From an optimization exercise on the open Yosys and OpenROAD flow, aimed at small area and a short achievable clock period; shortcuts taken in it are not production practice.
Function was checked by simulation only, so behaviour that the tests miss may differ from the original.

`run.sh`:
```
#!/bin/bash
# synth_recipe.tcl (not shown) runs the flow's synth.tcl, then flattens the netlist and writes it again
# the make line also repeats each setting of config.mk as NAME=value (left out here)
make -C /OpenROAD-flow-scripts/flow DESIGN_CONFIG=/design/flow/config.mk WORK_HOME=/design/flow/orfs CLKGATE_MAP_FILE= SYNTH_SCRIPT=/design/flow/synth_recipe.tcl finish
```
`config.mk`:
```
export PLATFORM = sky130hd
export DESIGN_NAME = RGB_to_Gray
export DESIGN_NICKNAME = RGB_to_Gray
export VERILOG_FILES = /design/flow/design.v
export SDC_FILE = /design/flow/constraint.sdc
export NUM_CORES = 8
export LEC_CHECK = 0
export CAP_MARGIN = 20
export CORE_MARGIN = 2
export CORE_UTILIZATION = 40
export SLEW_MARGIN = 20
```
`constraint.sdc`:
```
create_clock -name core_clock -period 16.0 [get_ports {CLK}]
set_input_delay 3.2000 -clock core_clock [delete_from_list [all_inputs] [get_ports {CLK}]]
set_output_delay 3.2000 -clock core_clock [all_outputs]
set_load 0.01 [all_outputs]
```
`design.v`:
```
`timescale 1ns / 1ps
module int_to_fp(
    input [7:0] int_in,
    output [31:0] fp
    );
    assign fp[31] = 1'b0;       
    wire [7:0]exponent;
    wire [22:0]mantissa;
    assign {exponent, mantissa} = (int_in[7]) ? {8'd7, {int_in[6:0], 16'd0}}: 
                                  (int_in[6]) ? {8'd6, {int_in[5:0], 17'd0}}: 
                                  (int_in[5]) ? {8'd5, {int_in[4:0], 18'd0}}: 
                                  (int_in[4]) ? {8'd4, {int_in[3:0], 19'd0}}: 
                                  (int_in[3]) ? {8'd3, {int_in[2:0], 20'd0}}: 
                                  (int_in[2]) ? {8'd2, {int_in[1:0], 21'd0}}: 
                                  (int_in[1]) ? {8'd1, {int_in[0]  , 22'd0}}: 
                                                    {8'd0, 23'd0};                   
    assign fp[30:23] = (int_in == 0) ? 8'd0 : exponent + 8'd127;
    assign fp[22:0]  =  (int_in == 0) ? 8'd0 : mantissa;
endmodule
`timescale 1ns / 1ps
module fp_to_int(
    input [31:0] fp,
    output [7:0] int_out
    );
wire unsigned [7:0] e;
wire unsigned [7:0] e_a;
assign e=fp[30:23]-8'd127;
assign e_a=2**(e);
assign int_out= (e==8'd7) ? e_a + {1'd0,fp[22:16]} : 
(e==8'd6) ? e_a + {2'd0,fp[22:17]} : 
(e==8'd5) ? e_a + {3'd0,fp[22:18]} : 
(e==8'd4) ? e_a + {4'd0,fp[22:19]} : 
(e==8'd3) ? e_a + {5'd0,fp[22:20]} : 
(e==8'd2) ? e_a + {6'd0,fp[22:21]} : 
(e==8'd1) ? e_a + {7'd0,fp[22]}:
e_a;
endmodule
module Multiplication(
		input [31:0] a_operand,
		input [31:0] b_operand,
		output Exception,Overflow,Underflow,
		output [31:0] result
		);
wire sign,product_round,normalised,zero;
wire [8:0] exponent,sum_exponent;
wire [22:0] product_mantissa;
wire [23:0] operand_a,operand_b;
wire [47:0] product,product_normalised;  
wire check_mantissa;
wire [8:0] new_exponent_a,new_exponent_b,new_exponent;
assign sign = a_operand[31] ^ b_operand[31];
assign Exception = (&a_operand[30:23]) | (&b_operand[30:23]);
assign operand_a = (|a_operand[30:23]) ? {1'b1,a_operand[22:0]} : {1'b0,a_operand[22:0]};
assign operand_b = (|b_operand[30:23]) ? {1'b1,b_operand[22:0]} : {1'b0,b_operand[22:0]};
assign product = operand_a * operand_b;			 
assign product_round = |product_normalised[22:0];   
assign normalised = product[47] ? 1'b1 : 1'b0;	
assign product_normalised = normalised ? product : product << 1;	 
assign product_mantissa = product_normalised[46:24] + (product_normalised[23] & product_round); 
assign zero = Exception ? 1'b0 : (product_mantissa == 23'd0) ? 1'b1 : 1'b0;
assign sum_exponent = a_operand[30:23] + b_operand[30:23];
assign exponent = sum_exponent - 8'd127 + normalised;
assign Overflow = ((exponent[8] & !exponent[7]) & !zero) ;  
assign Underflow = ((exponent[8] & exponent[7]) & !zero) ? 1'b1 : 1'b0; 
assign check_mantissa = ((a_operand[22:0] == 23'd0) & (b_operand [22:0] == 23'd0)) ? 1'd1 : 1'd0;
assign new_exponent_a= a_operand[30:23] - 8'd127;
assign new_exponent_b= b_operand[30:23] - 8'd127;
assign new_exponent= new_exponent_a+ new_exponent_b +8'd127;
assign result =(a_operand == 32'h3f800000) ? b_operand : (a_operand==32'hbf800000)? {~b_operand[31],b_operand[30:0]} : (b_operand==32'h3f800000) ? a_operand :(b_operand==32'hbf800000)? {~a_operand[31],a_operand[30:0]}
: (a_operand==32'd0 | a_operand==32'h80000000) ? 32'd0 : (b_operand==32'd0 | b_operand==32'h80000000) ? 32'd0: 
	(check_mantissa & sign) ? {1'd1,new_exponent[7:0],23'd0} : (check_mantissa==1'd1 & sign==1'd0) ? {1'd0,new_exponent[7:0],23'd0} :
		Exception ? 32'd0 : zero ? {sign,31'd0} : Overflow ? {sign,8'hFF,23'd0} : Underflow ? {sign,31'd0} : {sign,exponent[7:0],product_mantissa};
endmodule
module priority_encoder(
			input [24:0] significand,
			input [7:0] Exponent_a,
			output reg [24:0] Significand,
			output [7:0] Exponent_sub
			);
reg [4:0] shift;
always @(significand)
begin
	casex (significand)
		25'b1_1xxx_xxxx_xxxx_xxxx_xxxx_xxxx :	begin
													Significand = significand;
									 				shift = 5'd0;
								 			  	end
		25'b1_01xx_xxxx_xxxx_xxxx_xxxx_xxxx : 	begin						
										 			Significand = significand << 1;
									 				shift = 5'd1;
								 			  	end
		25'b1_001x_xxxx_xxxx_xxxx_xxxx_xxxx : 	begin						
										 			Significand = significand << 2;
									 				shift = 5'd2;
								 				end
		25'b1_0001_xxxx_xxxx_xxxx_xxxx_xxxx : 	begin 							
													Significand = significand << 3;
								 	 				shift = 5'd3;
								 				end
		25'b1_0000_1xxx_xxxx_xxxx_xxxx_xxxx : 	begin						
									 				Significand = significand << 4;
								 	 				shift = 5'd4;
								 				end
		25'b1_0000_01xx_xxxx_xxxx_xxxx_xxxx : 	begin						
									 				Significand = significand << 5;
								 	 				shift = 5'd5;
								 				end
		25'b1_0000_001x_xxxx_xxxx_xxxx_xxxx : 	begin						 
									 				Significand = significand << 6;
								 	 				shift = 5'd6;
								 				end
		25'b1_0000_0001_xxxx_xxxx_xxxx_xxxx : 	begin						 
									 				Significand = significand << 7;
								 	 				shift = 5'd7;
								 				end
		25'b1_0000_0000_1xxx_xxxx_xxxx_xxxx : 	begin						 
									 				Significand = significand << 8;
								 	 				shift = 5'd8;
								 				end
		25'b1_0000_0000_01xx_xxxx_xxxx_xxxx : 	begin						 
									 				Significand = significand << 9;
								 	 				shift = 5'd9;
								 				end
		25'b1_0000_0000_001x_xxxx_xxxx_xxxx : 	begin						 
									 				Significand = significand << 10;
								 	 				shift = 5'd10;
								 				end
		25'b1_0000_0000_0001_xxxx_xxxx_xxxx : 	begin						 
									 				Significand = significand << 11;
								 	 				shift = 5'd11;
								 				end
		25'b1_0000_0000_0000_1xxx_xxxx_xxxx : 	begin						 
									 				Significand = significand << 12;
								 	 				shift = 5'd12;
								 				end
		25'b1_0000_0000_0000_01xx_xxxx_xxxx : 	begin						 
									 				Significand = significand << 13;
								 	 				shift = 5'd13;
								 				end
		25'b1_0000_0000_0000_001x_xxxx_xxxx : 	begin						 
									 				Significand = significand << 14;
								 	 				shift = 5'd14;
								 				end
		25'b1_0000_0000_0000_0001_xxxx_xxxx  : 	begin						 
									 				Significand = significand << 15;
								 	 				shift = 5'd15;
								 				end
		25'b1_0000_0000_0000_0000_1xxx_xxxx : 	begin						 
									 				Significand = significand << 16;
								 	 				shift = 5'd16;
								 				end
		25'b1_0000_0000_0000_0000_01xx_xxxx : 	begin						 
											 		Significand = significand << 17;
										 	 		shift = 5'd17;
												end
		25'b1_0000_0000_0000_0000_001x_xxxx : 	begin						 
									 				Significand = significand << 18;
								 	 				shift = 5'd18;
								 				end
		25'b1_0000_0000_0000_0000_0001_xxxx : 	begin						 
									 				Significand = significand << 19;
								 	 				shift = 5'd19;
												end
		25'b1_0000_0000_0000_0000_0000_1xxx :	begin						 
									 				Significand = significand << 20;
								 					shift = 5'd20;
								 				end
		25'b1_0000_0000_0000_0000_0000_01xx : 	begin						 
									 				Significand = significand << 21;
								 	 				shift = 5'd21;
								 				end
		25'b1_0000_0000_0000_0000_0000_001x : 	begin						 
									 				Significand = significand << 22;
								 	 				shift = 5'd22;
								 				end
		25'b1_0000_0000_0000_0000_0000_0001 : 	begin						 
									 				Significand = significand << 23;
								 	 				shift = 5'd23;
								 				end
		25'b1_0000_0000_0000_0000_0000_0000 : 	begin						 
								 					Significand = significand << 24;
							 	 					shift = 5'd24;
								 				end
		default : 	begin
						Significand = (~significand) + 1'b1;
						shift = 5'd0;
					end
	endcase
end
assign Exponent_sub = Exponent_a - shift;
endmodule
module Addition_Subtraction(
input [31:0] a_operand,b_operand,  
input AddBar_Sub,	 
output Exception,
output [31:0] result  
);
wire operation_sub_addBar;
wire Comp_enable;
wire output_sign;
wire perform;
wire [31:0] operand_a,operand_b;
wire [23:0] significand_a,significand_b;
wire [7:0] exponent_diff;
wire [7:0] exp_a,exp_b;
wire [23:0] significand_b_add_sub;
wire [7:0] exponent_b_add_sub;
wire [24:0] significand_add;
wire [30:0] add_sum;
wire [23:0] significand_sub_complement;
wire [24:0] significand_sub;
wire [30:0] sub_diff;
wire [24:0] subtraction_diff; 
wire [7:0] exponent_sub;
assign {Comp_enable,operand_a,operand_b} = (a_operand[30:0] < b_operand[30:0]) ? {1'b1,b_operand,a_operand} : {1'b0,a_operand,b_operand};
assign exp_a = operand_a[30:23];
assign exp_b = operand_b[30:23];
assign Exception = (&operand_a[30:23]) | (&operand_b[30:23]);
assign output_sign = AddBar_Sub ? Comp_enable ? !operand_a[31] : operand_a[31] : operand_a[31] ;
assign operation_sub_addBar = AddBar_Sub ? operand_a[31] ^ operand_b[31] : ~(operand_a[31] ^ operand_b[31]);
assign significand_a = (|operand_a[30:23]) ? {1'b1,operand_a[22:0]} : {1'b0,operand_a[22:0]};
assign significand_b = (|operand_b[30:23]) ? {1'b1,operand_b[22:0]} : {1'b0,operand_b[22:0]};
assign exponent_diff = operand_a[30:23] - operand_b[30:23];
assign significand_b_add_sub = significand_b >> exponent_diff;
assign exponent_b_add_sub = operand_b[30:23] + exponent_diff; 
assign perform = (operand_a[30:23] == exponent_b_add_sub);
assign significand_add = (perform & operation_sub_addBar) ? (significand_a + significand_b_add_sub) : 25'd0; 
assign add_sum[22:0] = significand_add[24] ? significand_add[23:1] : significand_add[22:0];
assign add_sum[30:23] = significand_add[24] ? (1'b1 + operand_a[30:23]) : operand_a[30:23];
assign significand_sub_complement = (perform & !operation_sub_addBar) ? ~(significand_b_add_sub) + 24'd1 : 24'd0 ; 
assign significand_sub = perform ? (significand_a + significand_sub_complement) : 25'd0;
priority_encoder pe(significand_sub,operand_a[30:23],subtraction_diff,exponent_sub);
assign sub_diff[30:23] = exponent_sub;
assign sub_diff[22:0] = subtraction_diff[22:0];
assign result =((b_operand==32'd0) | (b_operand==32'h80000000)) ? a_operand 
						: ((a_operand==32'd0) | (a_operand==32'h80000000)) ? (AddBar_Sub) ? {~(b_operand[31]),b_operand[30:0]} 
							: b_operand
							: Exception ? 32'b0 : ((!operation_sub_addBar) ? {output_sign,sub_diff} : {output_sign,add_sum});
endmodule
`timescale 1ns / 1ps
module Addition(
    input [31:0] a_operand,
    input [31:0] b_operand,
    input [31:0] c_operand,
    output [31:0] result
    );
    wire [31:0] result1, result2;
    Addition_Subtraction add1(.a_operand(a_operand),.b_operand(b_operand),.AddBar_Sub(1'b0),.result(result1));
    Addition_Subtraction add2(.a_operand(result1),.b_operand(c_operand),.AddBar_Sub(1'b0),.result(result2));
    assign result = result2;
endmodule
`timescale 1ns / 1ps
module Datapath(
    input [7:0] R, G, B,
    input CLK,
    input stage0, stage1, stage2, stage3, stage4,
    output reg [7:0] Gray
    );
    reg [7:0] R_reg,G_reg,B_reg;
    always @(posedge CLK) begin
        if(stage0) begin
            R_reg<=R;
            G_reg<=G;
            B_reg<=B;
        end
    end
    wire [31:0] R_fp, G_fp, B_fp;
    reg [31:0] R_fp_reg, G_fp_reg, B_fp_reg;
    int_to_fp getR_fp(.int_in(R_reg),.fp(R_fp));
    int_to_fp getG_fp(.int_in(G_reg),.fp(G_fp));
    int_to_fp getB_fp(.int_in(B_reg),.fp(B_fp));
    always @(posedge CLK) begin
        if (stage1) begin
            R_fp_reg <= R_fp;
            G_fp_reg <= G_fp;
            B_fp_reg <= B_fp;
        end
    end
    wire [31:0] R_mul, G_mul, B_mul;
    reg [31:0] R_mul_reg, G_mul_reg, B_mul_reg;
    Multiplication getR_mul(.a_operand(R_fp_reg),.b_operand(32'h3e991687),.result(R_mul));  
    Multiplication getG_mul(.a_operand(G_fp_reg),.b_operand(32'h3f1645a2),.result(G_mul));  
    Multiplication getB_mul(.a_operand(B_fp_reg),.b_operand(32'h3de978d5),.result(B_mul));  
    always @(posedge CLK) begin
        if (stage2) begin
            R_mul_reg <= R_mul;
            G_mul_reg <= G_mul;
            B_mul_reg <= B_mul;
        end
    end
    wire [31:0] Sum;
    reg [31:0] Sum_reg;
    Addition getSum(.a_operand(R_mul_reg),.b_operand(G_mul_reg),.c_operand(B_mul_reg),.result(Sum));
    always @(posedge CLK) begin
        if (stage3) begin
            Sum_reg <= Sum;
        end
    end
    wire [7:0] Int_Gray;
    fp_to_int getInt(.fp(Sum_reg),.int_out(Int_Gray));
    always @(posedge CLK) begin
        if (stage4) begin
            Gray <= Int_Gray;
        end
    end
endmodule
`timescale 1ns / 1ps
module Controller(
    input CLK,
    input In_Valid,
    output reg stage0,
    output reg stage1,
    output reg stage2,
    output reg stage3,
    output reg stage4,
    output reg Out_Valid
    );
    reg s0_stage1, s0_stage2, s0_stage3, s0_stage4, s0_OutValid;
    always @(posedge CLK) begin 
        if(In_Valid==1'd1) begin
            stage0      <=1'd1;
            s0_stage1   <=1'd1;
            s0_stage2   <=1'd1;
            s0_stage3   <=1'd1;
            s0_stage4   <=1'd1;
            s0_OutValid <=1'd1;
        end else begin
            stage0      <=1'd0;
            s0_stage1   <=1'd0;
            s0_stage2   <=1'd0;
            s0_stage3   <=1'd0;
            s0_stage4   <=1'd0;
            s0_OutValid <=1'd0;
         end      
    end
    reg s1_stage2, s1_stage3, s1_stage4, s1_OutValid;
    always @(posedge CLK) begin 
        if(s0_stage1==1'd1) begin
            stage1      <=1'd1;
            s1_stage2   <=s0_stage2;
            s1_stage3   <=s0_stage3;
            s1_stage4   <=s0_stage4;
            s1_OutValid <=s0_OutValid;
        end else begin
            stage1      <=1'd0;
            s1_stage2   <=1'd0;
            s1_stage3   <=1'd0;
            s1_stage4   <=1'd0;
            s1_OutValid <=1'd0;
         end      
    end
    reg s2_stage3, s2_stage4, s2_OutValid;
    always @(posedge CLK) begin 
        if(s1_stage2==1'd1) begin
            stage2      <=1'd1;
            s2_stage3   <=s1_stage3;
            s2_stage4   <=s1_stage4;
            s2_OutValid <=s1_OutValid;
        end else begin
            stage2      <=1'd0;
            s2_stage3   <=1'd0;
            s2_stage4   <=1'd0;
            s2_OutValid <=1'd0;
         end      
    end
    reg s3_stage4,s3_OutValid;
    always @(posedge CLK) begin 
        if(s2_stage3==1'd1) begin
            stage3          <=1'd1;
            s3_stage4       <=s2_stage4;
            s3_OutValid     <=s2_OutValid;
        end else begin
            stage3          <=1'd0;
            s3_stage4       <=1'd0;
            s3_OutValid     <=1'd0;
         end      
    end
        reg s4_OutValid;
        always @(posedge CLK) begin
        if(s3_stage4==1'd1) begin
            stage4          <=1'd1;
            s4_OutValid     <=s3_OutValid;
        end else begin
            stage4          <=1'd0;
            s4_OutValid     <=1'd0;
        end
    end 
        always @(posedge CLK) begin
        if(s3_OutValid==1'd1) begin
            Out_Valid       <=s3_OutValid;
        end else begin
            Out_Valid       <=1'd0;
        end
    end        
endmodule
`timescale 1ns / 1ps
module RGB_to_Gray(
    input CLK,
    input [7:0] R,
    input [7:0] G,
    input [7:0] B,
    input In_Valid,
    output [7:0] Gray,
    output Out_Valid
    );
wire stage0, stage1, stage2, stage3, stage4;    
Datapath Dtp(
    .R(R), 
    .G(G), 
    .B(B),
    .CLK(CLK),
    .stage0(In_Valid), 
    .stage1(stage0), 
    .stage2(stage1), 
    .stage3(stage2), 
    .stage4(stage3),
    .Gray(Gray)
    );
Controller Ctl(
    .CLK(CLK),
    .In_Valid(In_Valid),
    .stage0(stage0),
    .stage1(stage1),
    .stage2(stage2),
    .stage3(stage3),
    .stage4(stage4),
    .Out_Valid(Out_Valid)
    );
endmodule
```
==> impl_metrics.env <==
export IMPL_outcome="complete, no violations"
export IMPL_reg2reg_setup_slack_ps=700
export IMPL_clock_latency_ps=520
export IMPL_drt_iter0_markers=2778
export IMPL_grt_pass1_wl_um=165000
export IMPL_core_area_um2=88200
export IMPL_cts_tree="built"
export IMPL_syn_inst=4412
export IMPL_hold_end="Ctl.Out_Valid$_DFF_P_"
export IMPL_reg2reg_to="Dtp.Sum_reg[20]$_DFFE_PP_"
export IMPL_num_rows=109
export IMPL_drtPass1Iterations=6
export IMPL_mostFrequentLayoutCells="ha_1 (644), inv_1 (488), nor2_1 (406)"
export IMPL_cts_root_buf="clkbuf_16"
export IMPL_grt_overflow=0
export IMPL_area_growth_syn_to_layout_pct=7.90
export IMPL_fin_crit_sh=0.956
export IMPL_vias=32100
export IMPL_viasPerCell=5.75
export IMPL_final_util=0.435
export IMPL_synth_edf_count=179
export IMPL_ys_seq_area_frac=0.154
export IMPL_cts_buffers=17
export IMPL_pin_count=35
export IMPL_hpwl_um=83300
export IMPL_fmax_mhz=65.4
export IMPL_antenna_found_initial=2
export IMPL_num_antenna_cells=0
export IMPL_dpl_cell_area_um2=37500
export IMPL_fin_area_um2=38400
export IMPL_synth_area_leaders="ha_1 (23%), edfxtp_1 (15%), fa_1 (6.1%)"
export IMPL_hold_class="register to register"
export IMPL_synth_largest_area_cell="ha_1"
export IMPL_finClkSkew_ps=27.1
export IMPL_ys_seq_elements=184
export IMPL_path_clk_slew_ps=80
export IMPL_final_common_cell="ha_1"
export IMPL_r2r_cells=77
export IMPL_cts_sinks=184
export IMPL_nets=5193
export IMPL_critPathArrivalTime_ps=15680
export IMPL_syn_area_um2=35600
export IMPL_cap_viol_max_count=0
export IMPL_initial_core_util=0.403
export IMPL_cp_required_ps=16380
export IMPL_ys_warnings_count=3
export IMPL_critPathTopFamily="compound AO/OA/AOI/OAI gates"
export IMPL_path_buf_inv=7
export IMPL_die_area_um2=91300
export IMPL_grt_max_degree=84
export IMPL_path_class="register to register"
export IMPL_cpPeakStageDelay_ps=540
export IMPL_worst_pin_slew_ps=1190
export IMPL_hold_depth=0
export IMPL_period_needed_ps=15300
export IMPL_hold_viol=0
export IMPL_drive_gt1_frac=0.0608
export IMPL_gp_congestion=0.944
export IMPL_r2r_start="Dtp.G_mul_reg[8]$_SDFFCE_PP1P_"
export IMPL_syn_mean_instance_area_um2=8.06
export IMPL_clockBufferDepth=2
export IMPL_worstSetupStartpointType="register"
export IMPL_slew_viol_final=0
export IMPL_port_buffers=34
export IMPL_grt_pass1_vias=30600
export IMPL_end_kind="register"
export IMPL_wl_per_cell_um=18.2
export IMPL_crit_fanout=14
export IMPL_finalSetupViolations=0
export IMPL_synthesis_nets=5192
export IMPL_synth_cell_types=109
export IMPL_htreeDepth=4
export IMPL_die_x_um=302
export IMPL_min_from="Ctl.s3_OutValid$_DFF_P_"
export IMPL_synthArstFlopShare=0
export IMPL_crit_path_top_delay_cell="a311oi_1"
export IMPL_slew_headroom=0.206
export IMPL_cpMostUsedCell="a21oi_1"
export IMPL_die_height_um=302
export IMPL_ant_nets=0
export IMPL_track_usage=0.225
export IMPL_remaining_drc_errors=0
export IMPL_synthFlopType="edfxtp_1"
export IMPL_wl_um=102000
export IMPL_yosysTopAreaCellShare=0.227
what timing repair did:
action / CTS / global route
hold endpoints to repair: 0 / 0
hold buffers: 0 / 0
setup buffers: 0 / 12
gates resized for setup: 3 / 41
pin swaps: 0 / 6
endpoints found under the setup margin: 8 / 15
metal layers:
metal  GRT usage  share of wire
met4      0.0675          0.027
met3      0.0259          0.053
met2       0.363           0.45
met1       0.313           0.47
met5           0              0
cells in the mapped netlist (18+ instances only):
cell type,instances
a21o_1,65
a31oi_1,27
o21a_1,25
edfxtp_1,179
and3_1,44
a22oi_1,34
nand2b_1,41
xor2_1,75
nor2_1,409
nor3_1,114
xnor2_1,147
mux2i_1,135
a211oi_1,46
o21ai_1,27
o21bai_1,20
and2_1,28
nand2_1,314
a21oi_1,310
clkbuf_1,126
nor2b_1,55
nand4_1,63
or3_1,29
inv_1,488
nor4_1,65
o22ai_1,20
nand3_1,112
ha_1,645
mux2_2,23
or2_2,23
o211ai_1,38
a2111oi_0,18
fa_1,109
o21ai_0,221
o31ai_1,33
metrics by stage:
stage | hold slack [ps] | cells | setup TNS, ps | setup slack, ps
after floorplan | 462 | 4412 | 0 | 1120
after global placement | 522 | 5546 | 0 | 214
after detailed placement | 523 | 5546 | -25.5 | -23.2
after CTS | 530 | 5577 | 0 | 139
after global routing | 563 | 5590 | -904 | -157
final | 522 | 5590 | 0 | 701
cell type report:
class,instances,area [um^2]
multi-input combinational,3579,27800
inverter,491,1840
clock inverter,13,165
tap,1165,1460
clock buffer,18,429
timing repair buffer,140,1160
fill,8834,49900
sequential,184,5480
how the worst max path moves through the flow:
stage,cells past startpoint,from,to,slack [ps]
after detailed placement,74,Dtp.R_mul_reg[2]$_SDFFCE_PP1P_,Dtp.Sum_reg[24]$_DFFE_PP_,-20
after global placement,73,Dtp.R_mul_reg[2]$_SDFFCE_PP1P_,Dtp.Sum_reg[24]$_DFFE_PP_,210
final,77,Dtp.G_mul_reg[8]$_SDFFCE_PP1P_,Dtp.Sum_reg[20]$_DFFE_PP_,700
after global routing,77,Dtp.G_mul_reg[9]$_SDFFCE_PP0P_,Dtp.Sum_reg[20]$_DFFE_PP_,-160
after CTS,75,Dtp.R_mul_reg[18]$_SDFFCE_PP0P_,Dtp.Sum_reg[24]$_DFFE_PP_,140
after floorplan,79,Dtp.G_mul_reg[27]$_SDFFCE_PP1P_,Dtp.Sum_reg[24]$_DFFE_PP_,1120
logic make-up after synthesis:
group           after synthesis  share of synthesized area
buf+inv                     649                     0.0695
xor+xnor                    226                     0.0567
fa+ha+maj                   754                      0.288
compound gates             1054                      0.192
mux                         170                     0.0515
simple gates               1375                      0.188
flops                       184                      0.154
worst reg2reg max path: cells and delay by family (launching register included):
kind            cells  cell delay (ps)
simple gates       24             3930
fa+ha+maj           6             1860
flops               1              400
compound gates     39             7670
xor+xnor            1              230
buf+inv             7             1040

## static timing again, ports no longer ideal
In the flow no input, the clock included, has a driving cell. The finished layout below was timed again as built, in two steps.
Step 1 (the two cells are an assumption about what drives the block):
set clk [get_ports {CLK}]
set_driving_cell -lib_cell sky130_fd_sc_hd__clkbuf_16 $clk
set_driving_cell -lib_cell sky130_fd_sc_hd__buf_2 [delete_from_list [all_inputs] $clk]
Step 2 also shifts input and output timing later by t, the mid clock arrival at the registers, as if the neighbouring blocks saw the same clock.
Three values: ideal, step 1, step 2; two values: the first two.
t, ns: 0.569
setup WS [ns]: 0.701 / 0.701 / 0.701
worst setup path after step 2: register to register
latest minus earliest clock arrival (ns): 0.027 / 0.028
worst register clock-pin slew, ns: 0.09 / 0.09
After both steps this run still meets setup and hold. The setup slack of this run moves by 0.000 ns with the drivers and by 0.000 ns with both steps.
